What follows belongs to an exercise in optimizing a design on an open flow for small area; a production flow would make more cautious choices.
In this exercise RTL edits were held to simulation tests only and were not proved equivalent to the original.
The clock port is modelled as an ideal driver, which makes a skipped or thinned clock tree look cheaper than it is; a real chip needs a root buffer or a tree.
Power figures rest on the tool's default switching activity, not on a simulated workload.

==> flow/design.v (excerpt) <==
module uart_axil_wrap #
(
    parameter ADDR_WIDTH = 32,     
    parameter DATA_WIDTH = 32      
)
(
    input wire clk,
    input wire rstn,
    input wire [ADDR_WIDTH-1:0] s_axil_awaddr,
    input wire s_axil_awvalid,
    output wire s_axil_awready,
    input wire [DATA_WIDTH-1:0] s_axil_wdata,
    input wire s_axil_wvalid,
    output wire s_axil_wready,
    output wire [1:0] s_axil_bresp,
    output wire s_axil_bvalid,
    input wire s_axil_bready,
    input wire [ADDR_WIDTH-1:0] s_axil_araddr,
    input wire s_axil_arvalid,
    output wire s_axil_arready,
    output wire [DATA_WIDTH-1:0] s_axil_rdata,
    output wire [1:0] s_axil_rresp,
    output wire s_axil_rvalid,
    input wire s_axil_rready,
    output wire [7:0] uart_tx_data,
    output wire uart_tx_start,
    input wire [7:0] uart_rx_data,
    input wire uart_rx_valid,
    input wire uart_tx_busy
);
reg [1:0] wp, wc;
reg bresp_err;
reg [7:0] tx_data_reg;
reg [2:0] baud_sel;
wire aw_zero = ~|{s_axil_awaddr[ADDR_WIDTH-1:4], s_axil_awaddr[1:0]};
wire aw_tx   = aw_zero & ~s_axil_awaddr[3] & ~s_axil_awaddr[2];
wire aw_baud = aw_zero &  s_axil_awaddr[3] &  s_axil_awaddr[2];
wire w_idle = ~wp[1] & ~wp[0];
wire w_i1   = w_idle & (wc[1] | wc[0]);
wire w_d1   = wp[1] & ~wp[0];
wire w_r    = wp[1] & wp[0];
wire w_go   = w_d1 & s_axil_wvalid;
wire tx_load = rstn & w_go & ~wc[1] &  wc[0];
wire tx_hold = rstn & ~(w_go & ~wc[1] & wc[0]);
wire bd_load = rstn & w_go &  wc[1] & ~wc[0];
wire bd_hold = rstn & ~(w_go & wc[1] & ~wc[0]);
always @(posedge clk) begin
    wp[0] <= rstn & ((w_i1 & s_axil_awvalid) | w_go | (w_r & ~s_axil_bready));
    wp[1] <= rstn & (wp[1] | wp[0]) & ~(w_r & s_axil_bready);
  ...
export LEC_CHECK = 0
export CAP_MARGIN = 20
export CORE_MARGIN = 2
export CORE_UTILIZATION = 75
export PLACE_DENSITY = 0.85
export SLEW_MARGIN = 20
create_clock -name core_clock -period 4.0 [get_ports {clk}]
standard.sh (not shown) runs the stock make flow with config.mk's settings and CLKGATE_MAP_FILE= SYNTH_SCRIPT=/design/flow/synth_recipe.tcl, a recipe that flattens the netlist after the stock synthesis.
==> flow/flow/run.sh <==
#!/bin/bash
# The standard ORFS layout (standard.sh) with these changes:
#  - synthesis maps logic with an area-oriented ABC script (flow/synth.tcl,
#    flow/abc.script);
#  - ports are buffered with buf_1 instead of the default buffer;
#  - one shared tie cell drives the constant outputs;
#  - the clock tree is one level of buffers placed by flow/cts_hook.tcl.
# All tool output goes to standard.log (and ORFS's own logs under orfs/).
set -e
here=$(pwd)
export MY_ABC_SCRIPT=$here/flow/abc.script
export CLK_GROUPS=${CLK_GROUPS:-1}
export CLK_BUF=${CLK_BUF:-sky130_fd_sc_hd__clkbuf_8}
bash standard.sh \
  SYNTH_SCRIPT=$here/flow/synth.tcl \
  "BUFFER_PORTS_ARGS=-buffer_cell sky130_fd_sc_hd__buf_1" \
  SKIP_REPAIR_TIE_FANOUT=1 \
  PRE_CTS_TCL=$here/flow/cts_hook.tcl \
  finish > standard.log 2>&1
==> flow/flow/cts_hook.tcl <==
# Sourced by ORFS's cts.tcl before clock tree synthesis (PRE_CTS_TCL).
# Replaces the H-tree with one level of clock buffers: the sinks are split
# into CLK_GROUPS groups by k-means on their placement and each group gets
# one CLK_BUF buffer at its centroid, driven straight from the clock port.

proc cluster_clock { netname k cell } {
  set block [ord::get_db_block]
  set net [$block findNet $netname]
  set dbu [$block getDbUnitsPerMicron]
  set pts {}
  foreach it [$net getITerms] {
    set bb [[$it getInst] getBBox]
    lappend pts [list [expr { ([$bb xMin] + [$bb xMax]) / 2.0 / $dbu }] \
      [expr { ([$bb yMin] + [$bb yMax]) / 2.0 / $dbu }] [$it getName]]
  }
  set srt [lsort -real -index 0 $pts]
  set n [llength $pts]
  set cs {}
  for { set i 0 } { $i < $k } { incr i } {
    set p [lindex $srt [expr { int(($i + 0.5) * $n / $k) }]]
    lappend cs [lrange $p 0 1]
  }
  for { set iter 0 } { $iter < 50 } { incr iter } {
    set groups [lrepeat $k {}]
    foreach p $pts {
      set best 0
      set bd 1e30
      for { set i 0 } { $i < $k } { incr i } {
        set c [lindex $cs $i]
        set d [expr { abs([lindex $p 0] - [lindex $c 0]) + abs([lindex $p 1] - [lindex $c 1]) }]
        if { $d < $bd } {
          set bd $d
          set best $i
        }
      }
      lset groups $best [concat [lindex $groups $best] [list $p]]
    }
    set cs {}
    foreach g $groups {
      set sx 0
      set sy 0
      foreach p $g {
        set sx [expr { $sx + [lindex $p 0] }]
        set sy [expr { $sy + [lindex $p 1] }]
      }
      set m [expr { max(1, [llength $g]) }]
      lappend cs [list [expr { $sx / $m }] [expr { $sy / $m }]]
    }
  }
  for { set i 0 } { $i < $k } { incr i } {
    set g [lindex $groups $i]
    if { [llength $g] == 0 } { continue }
    set pins {}
    foreach p $g { lappend pins [get_pins [lindex $p 2]] }
    puts "clock group $i: [llength $g] sinks at [lindex $cs $i]"
    insert_buffer -buffer_cell $cell -net $netname -load_pins $pins \
      -location [lindex $cs $i] -buffer_name clkbuf_leaf_$i -net_name clknet_leaf_$i
  }
}

proc clock_tree_synthesis { args } {
  cluster_clock clk $::env(CLK_GROUPS) $::env(CLK_BUF)
  set_propagated_clock [all_clocks]
}
Other scripts of this flow, unchanged in this note and not shown: flow/flow/abc.script, flow/flow/synth.tcl
The baseline died in I/O pin placement (3_2_place_iop).
Next try:
--- a/flow/flow/run.sh
+++ b/flow/flow/run.sh
@@ -12,2 +12,2 @@
-export CLK_GROUPS=${CLK_GROUPS:-1}
-export CLK_BUF=${CLK_BUF:-sky130_fd_sc_hd__clkbuf_8}
+export CLK_GROUPS=${CLK_GROUPS:-3}
+export CLK_BUF=${CLK_BUF:-sky130_fd_sc_hd__clkbuf_4}
--- a/flow/config.mk
+++ b/flow/config.mk
@@ -10,2 +10,2 @@
-export CORE_UTILIZATION = 75
-export PLACE_DENSITY = 0.85
+export CORE_UTILIZATION = 40
+export PLACE_DENSITY = 0.9
- The changed run completed without violations
- synthesized area is unchanged
- synthesized cell count stays the same
Next try:
--- a/flow/config.mk
+++ b/flow/config.mk
@@ -10,2 +10,2 @@
-export CORE_UTILIZATION = 40
-export PLACE_DENSITY = 0.9
+export CORE_UTILIZATION = 65
+export PLACE_DENSITY = 0.75
Synthesized area is unchanged.
Final cell count decreases by about 7%.
Register-to-register slack gets worse by 100 ps.
Wire length increases by 23%.
Next try:
--- a/flow/flow/run.sh
+++ b/flow/flow/run.sh
@@ -7 +7,3 @@
-#  - the clock tree is one level of buffers placed by flow/cts_hook.tcl.
+#  - the clock tree is one level of buffers placed by flow/cts_hook.tcl
+#    (three clkbuf_4, each at the centroid of a group of registers; the
+#    registers are packed densely, PLACE_DENSITY 0.9, to keep clock wires short).
--- a/flow/config.mk
+++ b/flow/config.mk
@@ -10,2 +10,2 @@
-export CORE_UTILIZATION = 65
-export PLACE_DENSITY = 0.75
+export CORE_UTILIZATION = 40
+export PLACE_DENSITY = 0.9
Cell count is higher by 7.3%; flip-flop and latch count stays the same; core utilization fell by 32 points; power fell by 0.36%; die area increases by 57%.
In the second, third and fourth runs of this note the design's own scripts or RTL, not TritonCTS, make the clock network.

---

Setup of build 16:
Starting RTL as in the previous note.
clock: 4.0 ns
lec_check: 0
cap_margin: 20
core_margin: 2
core_utilization: 40
slew_margin: 20
==> flow/flow/run.sh <==
#!/bin/bash
# The standard ORFS layout (standard.sh) with these changes:
#  - synthesis maps logic with an area-oriented ABC script (flow/synth.tcl,
#    flow/abc.script);
#  - ports are buffered with buf_1 instead of the default buffer;
#  - one shared tie cell drives the constant outputs;
#  - the clock tree is one level of buffers placed by flow/cts_hook.tcl.
# All tool output goes to standard.log (and ORFS's own logs under orfs/).
set -e
here=$(pwd)
export MY_ABC_SCRIPT=$here/flow/abc.script
export CLK_GROUPS=${CLK_GROUPS:-3}
export CLK_BUF=${CLK_BUF:-sky130_fd_sc_hd__clkbuf_4}
bash standard.sh \
  SYNTH_SCRIPT=$here/flow/synth.tcl \
  "BUFFER_PORTS_ARGS=-buffer_cell sky130_fd_sc_hd__buf_1" \
  SKIP_REPAIR_TIE_FANOUT=1 \
  PRE_CTS_TCL=$here/flow/cts_hook.tcl \
  finish > standard.log 2>&1
==> flow/flow/abc.script <==
strash
dc2
&get -n
&dch -f
&nf -R 1000
&put
topo
==> flow/flow/synth.tcl <==
# The standard flow's synthesis script (synth_recipe.tcl) with one change: ABC maps the
# combinational logic with an area-oriented script (abc.script beside this).
proc synth {args} { yosys synth -nofsm -noshare {*}$args }
proc abc {args} {
  set i [lsearch -exact $args -script]
  if { $i >= 0 } { lset args [expr {$i + 1}] $::env(MY_ABC_SCRIPT) }
  yosys abc {*}$args
}
source $::env(SCRIPTS_DIR)/synth.tcl
# left out here: clear keep_hierarchy, flatten, clean up, hide names made inside functions, write 1_2_yosys.v
Scripts as last shown in full above: flow/flow/cts_hook.tcl
### build 16 -> build 11
diff --git a/flow/flow/run.sh b/flow/flow/run.sh
--- a/flow/flow/run.sh
+++ b/flow/flow/run.sh
@@ -10,6 +10,6 @@
 here=$(pwd)
 export MY_ABC_SCRIPT=$here/flow/abc.script
-export CLK_GROUPS=${CLK_GROUPS:-3}
-export CLK_BUF=${CLK_BUF:-sky130_fd_sc_hd__clkbuf_4}
+export CLK_GROUPS=${CLK_GROUPS:-2}
+export CLK_BUF=${CLK_BUF:-sky130_fd_sc_hd__clkbuf_8}
 bash standard.sh \
   SYNTH_SCRIPT=$here/flow/synth.tcl \
Reported for build 11 and build 16, global placement routability congestion turned out identical to the last digit.
Build 16 → build 11: worst-case hold slack closely matched the old numbers, final critical path time including I/O delays and setup increased by 0.022 ns relative to the old numbers, worst voltage drop across the vdd grid rose by about 22%, required time of the critical path saw a decrease, sequential fraction of design power went down by 1.1 points.
Side by side, layout-stage area growth over the synthesis result turned out higher in build 11 than in build 16.
Going from build 16 to build 11, via count of the first global-routing pass grows by about 0.35%.
The proportion of power drawn by combinational gates in build 11 sits 0.3 points below the value recorded for build 16.
Input-level comparison between build 53 and build 11:
- PLACE_DENSITY: unset -> 0.9
diff --git a/flow/flow/run.sh b/flow/flow/run.sh
--- a/flow/flow/run.sh
+++ b/flow/flow/run.sh
@@ -10,6 +10,6 @@
 here=$(pwd)
 export MY_ABC_SCRIPT=$here/flow/abc.script
-export CLK_GROUPS=${CLK_GROUPS:-2}
-export CLK_BUF=${CLK_BUF:-sky130_fd_sc_hd__clkbuf_8}
+export CLK_GROUPS=${CLK_GROUPS:-1}
+export CLK_BUF=${CLK_BUF:-sky130_fd_sc_hd__clkbuf_16}
 bash standard.sh \
   SYNTH_SCRIPT=$here/flow/synth.tcl \
Results
Build 11 -> build 53: count of inverters other than clock inverters in the layout delta 0, exact match
Combined buffer and inverter count along the critical path in build 53 is 1 above build 11.
Build 53 ended up with a lower global-route wire length before repair than build 11 did.
Diff build 11 -> build 53 | average wire length per cell after detail routing | down slightly
Build 11 → build 53: minimum clock period now sits lower, global placement routability congestion has increased, wire length after detailed routing fell 57 um, maximum vdd ir drop now larger.
Build 53 and build 11 ended up with roughly the same sequential share of cell area.
In every run of this note, the design's own scripts or RTL, not TritonCTS, make the clock network.

[static timing again, ports no longer ideal]
The results above use ideal ports. As a check the final layouts listed here were re-extracted and re-timed, cells and wires unchanged. Step 1 sets driving cells, clkbuf_16 on the clock port and buf_2 on the other inputs (assumed; they add their load-dependent delay and slew). Step 2 moves the port delays by t, midway between the first and last clock arrival at a register: inputs arrive t later, outputs are due t later. That takes back most of the time a late clock gives input paths. Three values: ideal, step 1, step 2; two values: the first two.
run	shift t [ns]	setup slack, ns	latest minus earliest clock arrival (ns)
the second run of note 1	0.191	1.782 / 1.790 / 1.600	0.016 / 0.015
the third run of note 1	0.188	1.704 / 1.712 / 1.525	0.015 / 0.015
the fourth run of note 1	0.191	1.782 / 1.790 / 1.600	0.016 / 0.015
build 16	0.186	1.780 / 1.782 / 1.596	0.037 / 0.036
build 11	0.176	1.758 / 1.763 / 1.587	0.026 / 0.026
build 53	0.188	1.774 / 1.774 / 1.586	0.006 / 0.005
After both steps every run listed still meets setup and hold. For build 53, which loses most, drivers alone change the setup slack by 0.000 ns; drivers and shift together by -0.188 ns.
